Background: an optimization exercise with open tools, aiming at small area, a short achievable clock period and few clock cycles. Do not read the settings as production practice.
Only simulation tests tie the RTL to the original design; equivalence was not proved.

File: design.v
module counter(
	clk,
	rst,
	count,
	clear,
	keep
);
	input               clk;
	input               rst;
	input               keep;
	input               clear;
	output reg        [2:0]   count;
	reg        [2:0]   count_in;
	always@(posedge clk or posedge rst)
	begin
		if(rst)
		begin
			count<=3'd0;
		end
		else
		begin
			count<=count_in;
		end
	end
	always@(*)
	begin
		if(clear)
		begin
			count_in=3'd0;
		end
		else if(keep)
		begin
			count_in=count;
		end
		else
		begin
			count_in=count+3'd1;
		end
	end
endmodule
module cross_calculator(
						x0,
						y0,
						x1,
						y1,
						result
);
input signed  [10:0] x0;
input signed  [10:0] y0;
input signed  [10:0] x1;
input signed  [10:0] y1;
output signed [22:0] result;
wire   signed [21:0] Minute; 
wire   signed [21:0] Minus;
assign Minute=$signed(x0)*$signed(y1);
assign Minus =$signed(y0)*$signed(x1);
assign result=$signed(Minute)-$signed(Minus);
endmodule
module store_reg(
		clk,
		rst,
		write_enable,
		address,
		data_inx,
		data_iny,
		data_outx,
		data_outy
);
input	      clk;
input	      rst;
input	      write_enable;
input 	[2:0] address;
input 	[9:0] data_inx;
input 	[9:0] data_iny;
output  [9:0] data_outx;
output  [9:0] data_outy;
reg [9:0] ANS_REG [5:0][1:0];
integer i;
integer j;
always@(posedge clk or posedge rst)
begin
	if(rst)
	begin
		for(i=0;i<6;i=i+1)
		begin
			for(j=0;j<2;j=j+1)
			begin
				ANS_REG[i][j]<=10'd0;
			end
		end
	end
	else
	begin
		if(write_enable)
		begin
			ANS_REG[address][0]<=data_inx;
			ANS_REG[address][1]<=data_iny;
		end
		else
		begin
			for(i=0;i<6;i=i+1)
			begin
				for(j=0;j<2;j=j+1)
				begin
					ANS_REG[i][j]<=ANS_REG[i][j];
				end
			end
		end
	end
end
assign data_outx=ANS_REG[address][0];
assign data_outy=ANS_REG[address][1];
endmodule
module store_reg2(
		clk,
		rst,
		write_enable,
		address0,
		address1,
		data_inx,
		data_iny,
		data_outx0,
		data_outy0,
		data_outx1,
		data_outy1
);
input	      clk;
input	      rst;
input	      write_enable;
input 	[2:0] address0;
input 	[2:0] address1;
input 	[10:0] data_inx;
input 	[10:0] data_iny;
output  [10:0] data_outx0;
output  [10:0] data_outy0;
output  [10:0] data_outx1;
output  [10:0] data_outy1;
reg [10:0] ANS_REG [5:0][1:0];
integer i;
integer j;
always@(posedge clk or posedge rst)
begin
	if(rst)
	begin
		for(i=0;i<6;i=i+1)
		begin
			for(j=0;j<2;j=j+1)
			begin
				ANS_REG[i][j]<=11'd0;
			end
		end
	end
	else
	begin
		if(write_enable)
		begin
			ANS_REG[address0][0]<=data_inx;
			ANS_REG[address0][1]<=data_iny;
		end
		else
		begin
			for(i=0;i<6;i=i+1)
			begin
				for(j=0;j<2;j=j+1)
				begin
					ANS_REG[i][j]<=ANS_REG[i][j];
				end
			end
		end
	end
end
assign data_outx0=ANS_REG[address0][0];
assign data_outy0=ANS_REG[address0][1];
assign data_outx1=ANS_REG[address1][0];
assign data_outy1=ANS_REG[address1][1];
endmodule
module PSE ( clk,
			reset,
			Xin,
			Yin,
			point_num,
			valid,
			Xout,
			Yout);
input        clk;
input        reset;
input [9:0]  Xin;
input [9:0]  Yin;
input [2:0]  point_num;
output reg		 valid;
output reg [9:0] Xout;
output reg [9:0] Yout;
localparam   IDLE       = 3'b000;
localparam   STORE_P    = 3'b001;
localparam   VECTOR_GEN = 3'b010;
localparam   CROSS_CAL  = 3'b011;
localparam   DONE       = 3'b100;
localparam   STORE_ANS  = 3'b101;
integer i;
integer j;
reg         [ 2:0] CS;
reg         [ 2:0] NS;
wire        [ 2:0] point_in_count;
reg                point_in_clear;
reg                point_in_keep;
wire        [2:0]  ier_count;
reg                ier_clear;
reg                ier_keep;
wire        [2:0]  cand_count;
reg                cand_clear;
reg                cand_keep;
reg  signed [10:0] cross_x0;
reg  signed [10:0] cross_y0;
reg  signed [10:0] cross_x1;
reg  signed [10:0] cross_y1;
wire signed [22:0] cross_result1;
reg        ans_write;
reg  [2:0] ans_addr;
reg  [9:0] ans_inx;
reg  [9:0] ans_iny;
wire [9:0] ans_outx;
wire [9:0] ans_outy;
reg        store_write;
reg  [2:0] store_addr;
reg  [9:0] store_inx;
reg  [9:0] store_iny;
wire [9:0] store_outx;
wire [9:0] store_outy;
reg         vector_write;
reg  [ 2:0] vector_addr0;
reg  [ 2:0] vector_addr1;
reg  signed [10:0] vector_inx;
reg  signed [10:0] vector_iny;
wire signed [10:0] vector_outx0;
wire signed [10:0] vector_outy0;
wire signed [10:0] vector_outx1;
wire signed [10:0] vector_outy1;
always@(posedge clk or posedge reset)
begin
	if(reset)
	begin
		CS<=IDLE;
	end
	else
	begin
		CS<=NS;
	end
end
assign keep=1'b0;
store_reg ANS(
		.clk(clk),
		.rst(reset),
		.write_enable(ans_write),
		.address(ans_addr),
		.data_inx(ans_inx),
		.data_iny(ans_iny),
		.data_outx(ans_outx),
		.data_outy(ans_outy)
);
store_reg STORE(
		.clk(clk),
		.rst(reset),
		.write_enable(store_write),
		.address(store_addr),
		.data_inx(store_inx),
		.data_iny(store_iny),
		.data_outx(store_outx),
		.data_outy(store_outy)
);
store_reg2 VECTOR(
		.clk(clk),
		.rst(reset),
		.write_enable(vector_write),
		.address0(vector_addr0),
		.address1(vector_addr1),
		.data_inx(vector_inx),
		.data_iny(vector_iny),
		.data_outx0(vector_outx0),
		.data_outy0(vector_outy0),
		.data_outx1(vector_outx1),
		.data_outy1(vector_outy1)
);
counter point_in_counter(
	.clk(clk),
	.rst(reset),
	.count(point_in_count),
	.clear(point_in_clear),
	.keep(point_in_keep)
);
counter cross_cand_counter(
	.clk(clk),
	.rst(reset),
	.count(cand_count),
	.clear(cand_clear),
	.keep(cand_keep)
);
counter cross_ier_counter(
	.clk(clk),
	.rst(reset),
	.count(ier_count),
	.clear(ier_clear),
	.keep(ier_keep)
);
cross_calculator R0(
						.x0(cross_x0),
						.y0(cross_y0),
						.x1(cross_x1),
						.y1(cross_y1),
						.result(cross_result1)
);
always@(*)
begin
	cross_x0=vector_outx0;
	cross_y0=vector_outy0;
	cross_x1=vector_outx1;
	cross_y1=vector_outy1;
	case(CS)
		IDLE:
		begin
			NS=reset?IDLE:STORE_P;
			point_in_clear=reset?1'b1:1'b0;
			ans_write     =reset?1'b0:1'b1;
			ans_addr      =3'd0;
			ans_inx       =Xin;
			ans_iny       =Yin;
			point_in_keep =1'b0;
			cand_keep     =1'b0;
			cand_clear    =1'b1;
			ier_keep      =1'b0;
			ier_clear     =1'b1;
			valid         =1'b0;
			Xout          =10'd0;
			Yout          =10'd0;
			store_write   =1'b1;
			store_addr    =3'd0;
			store_inx     =Xin;
			store_iny     =Yin;
			vector_write  =1'b0;
			vector_addr0  =3'd0;
			vector_addr1  =3'd0;
			vector_inx    =11'd0;
			vector_iny    =11'd0;
		end
		STORE_P:
		begin
			if($unsigned(point_in_count)<($unsigned(point_num)))
			begin
				NS=STORE_P;
				store_write=1'b1;
				store_addr=point_in_count;
				store_inx  =Xin;
				store_iny  =Yin;
				vector_write=1'b0;
				vector_addr0=3'd0;
				vector_addr1=3'd0;
				vector_inx  =11'd0;
				vector_iny  =11'd0;
				point_in_clear=1'b0;
				point_in_keep =1'b0;
			end
			else
			begin
				NS=VECTOR_GEN;
				point_in_clear=1'b1;
				point_in_keep =1'b0;
				store_write=1'b0;
				store_addr =3'd0;
				store_inx  =10'd0;
				store_iny  =10'd0;
				vector_write=1'b0;
				vector_addr0=3'd0;
				vector_addr1=3'd0;
				vector_inx  =11'd0;
				vector_iny  =11'd0;
			end
			cand_keep =1'b0;
			cand_clear=1'b1;
			ier_keep  =1'b0;
			ier_clear =1'b1;
			valid=1'b0;
			Xout=10'd0;
			Yout=10'd0;
			ans_write=1'b0;
			ans_addr    =3'd0;
			ans_inx     =10'd0;
			ans_iny     =10'd0;
		end
		VECTOR_GEN:
		begin
			store_write=1'b0;
			store_addr =point_in_count+3'd1;
			store_inx  =10'd0;
			store_iny  =10'd0;
			vector_write=1'b1;
			vector_addr0 =point_in_count;
			vector_addr1 =3'd0;
			vector_inx  =$signed({1'b0,store_outx})-$signed({1'b0,ans_outx});
			vector_iny  =$signed({1'b0,store_outy})-$signed({1'b0,ans_outy});
			NS=(point_in_count==(point_num-3'd2))?CROSS_CAL:VECTOR_GEN;
			point_in_clear=(point_in_count==(point_num-3'd2))?1'b1:1'b0;
			point_in_keep =1'b0;
			cand_keep =1'b0;
			cand_clear=1'b1;
			ier_keep  =1'b0;
			ier_clear =1'b1;
			valid=1'b0;
			Xout=10'd0;
			Yout=10'd0;
			ans_write=1'b0;
			ans_addr    =3'd0;
			ans_inx     =10'd0;
			ans_iny     =10'd0;
		end
		CROSS_CAL:
		begin
			ans_write=1'b0;
			ans_addr    =3'd0;
			ans_inx     =10'd0;
			ans_iny     =10'd0;
			valid=1'b0;
			point_in_clear=1'b0;
			point_in_keep=($signed(cross_result1)>$signed(23'd0))?1'b0:1'b1;
			ier_keep=1'b0;
			ier_clear=1'b0;
			cand_keep=1'b1;
			cand_clear=1'b0;
			NS=($unsigned(ier_count[2:0])==($unsigned(point_num)-3'd2) )?STORE_ANS:CROSS_CAL;
			Xout=10'd0;
			Yout=10'd0;
			store_write=1'b0;
			store_addr =3'd0;
			store_inx  =10'd0;
			store_iny  =10'd0;
			vector_write=1'b0;
			vector_addr0=cand_count;
			vector_addr1=ier_count;
			vector_inx  =11'd0;
			vector_iny  =11'd0;
		end
		STORE_ANS:
		begin
			ans_write=1'b1;
			ans_addr    =point_in_count[2:0]+3'd1;
			ans_inx     =store_outx;
			ans_iny     =store_outy;
			store_write=1'b0;
			store_addr =cand_count+16'd1;
			store_inx  =10'd0;
			store_iny  =10'd0;
			vector_write=1'b0;
			vector_addr0=3'd0;
			vector_addr1=3'd0;
			vector_inx  =11'd0;
			vector_iny  =11'd0;
			NS=($unsigned(cand_count[2:0])==($unsigned(point_num)-3'd2) )?DONE:CROSS_CAL;
			point_in_clear=1'b1;
			point_in_keep=1'b0;
			cand_keep =1'b0;
			cand_clear=1'b0;
			ier_keep  =1'b0;
			ier_clear =1'b1;
			valid=1'b0;
			Xout=10'd0;
			Yout=10'd0;
		end
		DONE:
		begin
			valid=1'b1;
			point_in_clear=($unsigned(point_in_count)==($unsigned(point_num)-3'd1))?1'b1:1'b0;
			ans_write=1'b0;
			ans_addr    =point_in_count;
			ans_inx     =10'd0;
			ans_iny     =10'd0;
			store_write=1'b0;
			store_addr =3'd0;
			store_inx  =10'd0;
			store_iny  =10'd0;
			vector_write=1'b0;
			vector_addr0=3'd0;
			vector_addr1=3'd0;
			vector_inx  =11'd0;
			vector_iny  =11'd0;
			point_in_keep=1'b0;
			cand_keep =1'b0;
			cand_clear=1'b1;
			ier_keep  =1'b0;
			ier_clear =1'b1;
			Xout=ans_outx;
			Yout=ans_outy;
			NS=($unsigned(point_in_count)==($unsigned(point_num)-3'd1))?IDLE:DONE;
		end
		default:
		begin
			NS=IDLE;
			point_in_clear=1'b1;
			point_in_keep =1'b0;
			cand_keep =1'b0;
			cand_clear=1'b1;
			ier_keep  =1'b0;
			ier_clear =1'b1;
			Xout=10'd0;
			Yout=10'd0;
			valid=1'b0;
			ans_write=1'b0;
			ans_addr    =3'd0;
			ans_inx     =10'd0;
			ans_iny     =10'd0;
			store_write=1'b0;
			store_addr =3'd0;
			store_inx  =10'd0;
			store_iny  =10'd0;
			vector_write=1'b0;
			vector_addr0=3'd0;
			vector_addr1=3'd0;
			vector_inx  =11'd0;
			vector_iny  =11'd0;
		end
	endcase
end
endmodule
File: run.sh
#!/bin/bash
# synth_recipe.tcl (not shown) runs the flow's synth.tcl, then flattens the netlist and writes it again
# the make line also repeats each setting of config.mk as NAME=value (left out here)
make -C /OpenROAD-flow-scripts/flow DESIGN_CONFIG=/design/flow/config.mk WORK_HOME=/design/flow/orfs CLKGATE_MAP_FILE= SYNTH_SCRIPT=/design/flow/synth_recipe.tcl finish
File: config.mk
export PLATFORM = sky130hd
export DESIGN_NAME = PSE
export DESIGN_NICKNAME = PSE
export VERILOG_FILES = /design/flow/design.v
export SDC_FILE = /design/flow/constraint.sdc
export NUM_CORES = 4
export LEC_CHECK = 0
export CAP_MARGIN = 20
export CORE_MARGIN = 2
export CORE_UTILIZATION = 40
export SLEW_MARGIN = 20
File: constraint.sdc
create_clock -name core_clock -period 11.0 [get_ports {clk}]
set_input_delay 2.2000 -clock core_clock [delete_from_list [all_inputs] [get_ports {clk}]]
set_output_delay 2.2000 -clock core_clock [all_outputs]
set_load 0.01 [all_outputs]
==> flow_metrics.env <==
export IMPL_status="no timing/DRC/antenna violations"
export IMPL_rrSetupSlack_ps=770
export IMPL_syn_inst=3140
export IMPL_grt_pass1_wl_mm=139
export IMPL_dr_first_iter_drc_count=1910
export IMPL_min_path_cells=2
export IMPL_htreeDepth=2
export IMPL_synth_seq_cells=384
export IMPL_max_cap_viol_count=0
export IMPL_critPathRequiredTime_ps=11480
export IMPL_drc_errors=0
export IMPL_stdcell_count=4133
export IMPL_fin_nets=3548
export IMPL_die_x_um=278
export IMPL_rsz0062_at_grt="no"
export IMPL_dp_cells=4060
export IMPL_routed_top_layer="met5"
export IMPL_rr_endpoint="point_in_counter.count[2]$_DFFE_PP0P_"
export IMPL_cts_tree="built"
export IMPL_grt_use_total_pct=23.2
export IMPL_cp_start_kind="flop"
export IMPL_die_h_um=278
export IMPL_ys_async_sr_fraction_pct=100
export IMPL_crit_path_end_kind="flop"
export IMPL_worstPathMaxFanout=18
export IMPL_worst_ep_arrival_time_ps=10720
export IMPL_vias=22800
export IMPL_reg2reg_depth=31
export IMPL_post_route_period_util_pct=93.0
export IMPL_die_area_um2=77200
export IMPL_grt_max_degree=176
export IMPL_slew_headroom_pct=25.5
export IMPL_path_clk_slew_ps=60
export IMPL_layout_drive_gt1_share_pct=13.3
export IMPL_synth_main_ff_cell="dfrtp_1"
export IMPL_crit_top_cell="fa_1"
export IMPL_io_buffers=45
export IMPL_synth_cell_types=86
export IMPL_root_buffer="clkbuf_16"
export IMPL_rr_startpoint="CS[0]$_DFF_PP0_"
export IMPL_met3WireLength_mm=5.71
export IMPL_setup_tns_ps=0
export IMPL_path_buf_inv=5
export IMPL_wl_mm=87.9
export IMPL_syn_area_per_cell_um2=9.55
export IMPL_hp_class="reg2reg"
export IMPL_dp_hpwl_mm=63.7
export IMPL_max_freq_mhz=97.7
export IMPL_core_area_um2=74300
export IMPL_grt_pass1_vias=23400
export IMPL_synth_edf_count=0
export IMPL_grt_overflow=0
export IMPL_initial_utilization_pct=40.4
export IMPL_clock_latency_ps=600
export IMPL_antenna_found_initial=6
export IMPL_min_from="ANS.ANS_REG[8][7]$_DFFE_PP0P_"
export IMPL_yosysSeqAreaShare_pct=32.0
export IMPL_min_period_ps=10230
export IMPL_antenna_left=0
export IMPL_ctsResizeCount=0
export IMPL_slew_violations=0
export IMPL_hold_end="ANS.ANS_REG[8][7]$_DFFE_PP0P_"
export IMPL_dr_wl_met2_mm=42.0
export IMPL_critPathTopFamily="adder cells"
export IMPL_worst_slew_pin_slew_ps=1110
export IMPL_crit_type="reg2reg"
export IMPL_viasPerCell=5.52
export IMPL_cts_setup_buffers=0
export IMPL_syn_nets=3553
export IMPL_yosys_warnings=7
export IMPL_drt_first_pass_iters=8
export IMPL_clock_skew_ps=38.0
export IMPL_finalHoldViolations=0
export IMPL_cp_slowest_cell="fa_1"
export IMPL_cts_num_sinks=384
export IMPL_synthToLayoutAreaGrowth_pct=10.0
export IMPL_num_io_pins=46
export IMPL_numCtsBuffers=42
export IMPL_cp_num_cells=31
export IMPL_gp_congestion=0.889
export IMPL_setup_violations=0
export IMPL_ctsHoldBuffers=0
export IMPL_met1_length_mm=37.3
export IMPL_synth_area_um2=30000
export IMPL_clockBufferDepth=3
export IMPL_critPathMaxStageDelay_ps=750
export IMPL_wire_per_inst_um=21.3
export IMPL_nFillCells=7257
export IMPL_rows=100
[logic make-up after synthesis]
family,share of synthesized area [%]
and+or+nand+nor,13.7
AOI/OAI and AO/OA,11.9
buffers and inverters,7.00
adders and majority gates,23.1
DFF,32.0
muxes,10.9
xor gates and xnor gates,1.28
[tightest hold or removal path, cell delays in order (launching register included)]
cell and delay [ps]:
dfrtp_1 340, nand2_1 40, o21ai_0 60
[flip-flops by register name, indices dropped and copies added (netlist names)]
register,flops
point_in_counter.count,3
STORE.ANS_REG,120
cross_ier_counter.count,3
CS,3
cross_cand_counter.count,3
VECTOR.ANS_REG,132
ANS.ANS_REG,120
[through the flow]
step / hold slack (ps) / utilization, % / setup WS [ps] / area (um2)
2_1_floorplan: 448 / - / 1650 / 30000
3_3_place_gp: 461 / 42.5 / 675 / 31600
3_5_place_dp: 467 / 42.5 / 561 / 31600
4_1_cts: 482 / 44.4 / 538 / 33000
5_1_grt: 499 / 44.4 / 140 / 33000
6_report: 477 / 44.4 / 767 / 33000
[layer usage]
| metal | global-route usage (%) | up-vias |
|---|---|---|
| li1 | - | 10400 |
| met1 | 30.7 | 11400 |
| met2 | 38.6 | 770 |
| met3 | 3.85 | 173 |
| met4 | 7.91 | 12 |
| met5 | 0 | - |
[cell type report]
cell class	instances	area, um2	area share (%)
multi-input combinational	2224	18400	55.7
sequential	384	9610	29.1
clock inverter	12	158	0.478
inverter	366	1380	4.18
antenna	1	2.50	0.00758
tap	969	1210	3.67
clock buffer	60	1230	3.73
timing repair buffer	117	1020	3.08
[worst max-delay path by stage]
stage,slack (ps),startpoint,end
after floorplan,1650,reset,ANS.ANS_REG[3][0]$_DFFE_PP0P_
after global placement,680,CS[1]$_DFF_PP0_,point_in_counter.count[2]$_DFFE_PP0P_
after detailed placement,560,CS[1]$_DFF_PP0_,point_in_counter.count[2]$_DFFE_PP0P_
after CTS,540,CS[1]$_DFF_PP0_,point_in_counter.count[2]$_DFFE_PP0P_
after global routing,140,CS[0]$_DFF_PP0_,point_in_counter.count[2]$_DFFE_PP0P_
final,770,CS[0]$_DFF_PP0_,point_in_counter.count[2]$_DFFE_PP0P_
[cells in the mapped netlist, types with 5 or more instances]
cell type    n  area [um2]
a211oi_1    10        75.1
a21o_1      17         128
a21oi_1     85         425
a221oi_1    11        96.3
a222oi_1    11         110
a22o_1      24         210
a22oi_1     49         368
a311oi_1     6        52.6
a31oi_1     56         350
and2_1       8        50.1
and3_1      13        81.3
and4_1       7        61.3
buf_2       46         230
buf_4       10        75.1
clkbuf_1   105         394
dfrtp_1    384        9610
fa_1       278        5570
ha_1       110        1380
inv_1      366        1370
mux2_2     218        2450
mux2i_1     82         821
nand2_1    476        1790
nand2b_1    35         219
nand3_1     55         275
nand4_1      8        50.1
nor2_1     235         882
nor2b_1     22         138
nor3_1      18        90.1
nor3b_1      5        37.5
o21ai_0    193         966
o21ai_1      6        30.0
o22a_1       6        52.6
o22ai_1     15        93.8
o31ai_1      9        67.6
or2_2       24         150
or3_1        6        37.5
xnor2_1     31         272
xor2_1      13         114
[layout by cell type, fill, tap and decap left out, drive strengths merged, types with 60 or more instances in the layout]
master	n
a21oi	86
buf	72
clkbuf	60
dfrtp	384
fa	278
ha	110
inv	367
mux2	218
mux2i	82
nand2	478
nor2	237
o21ai	199
Testbench counts, summed over its fixed seeds: cycles 72,583.

## port drivers added, routing unchanged
Ports are ideal in the flow. The routed layout listed here was re-timed in OpenROAD.
Step 1 (the two cells are an assumption about what drives the block):
set clk [get_ports {clk}]
set_driving_cell -lib_cell sky130_fd_sc_hd__clkbuf_16 $clk
set_driving_cell -lib_cell sky130_fd_sc_hd__buf_2 [delete_from_list [all_inputs] $clk]
Step 2 times the ports against the registers' clock, not the clock port: input delays grow and output delays shrink by t, the midpoint of the rising clock arrivals with the driver on.
Three values: no drivers, after step 1, after step 2; two values: the first two.
shift t [ns]: 0.639
setup WS [ns]: 0.767 / 0.767 / 0.767
hold WS [ns]: 0.477 / 0.477 / 0.477
After both steps this run still meets setup and hold. For this run, drivers alone change the setup slack by 0.000 ns; drivers and shift together by 0.000 ns.
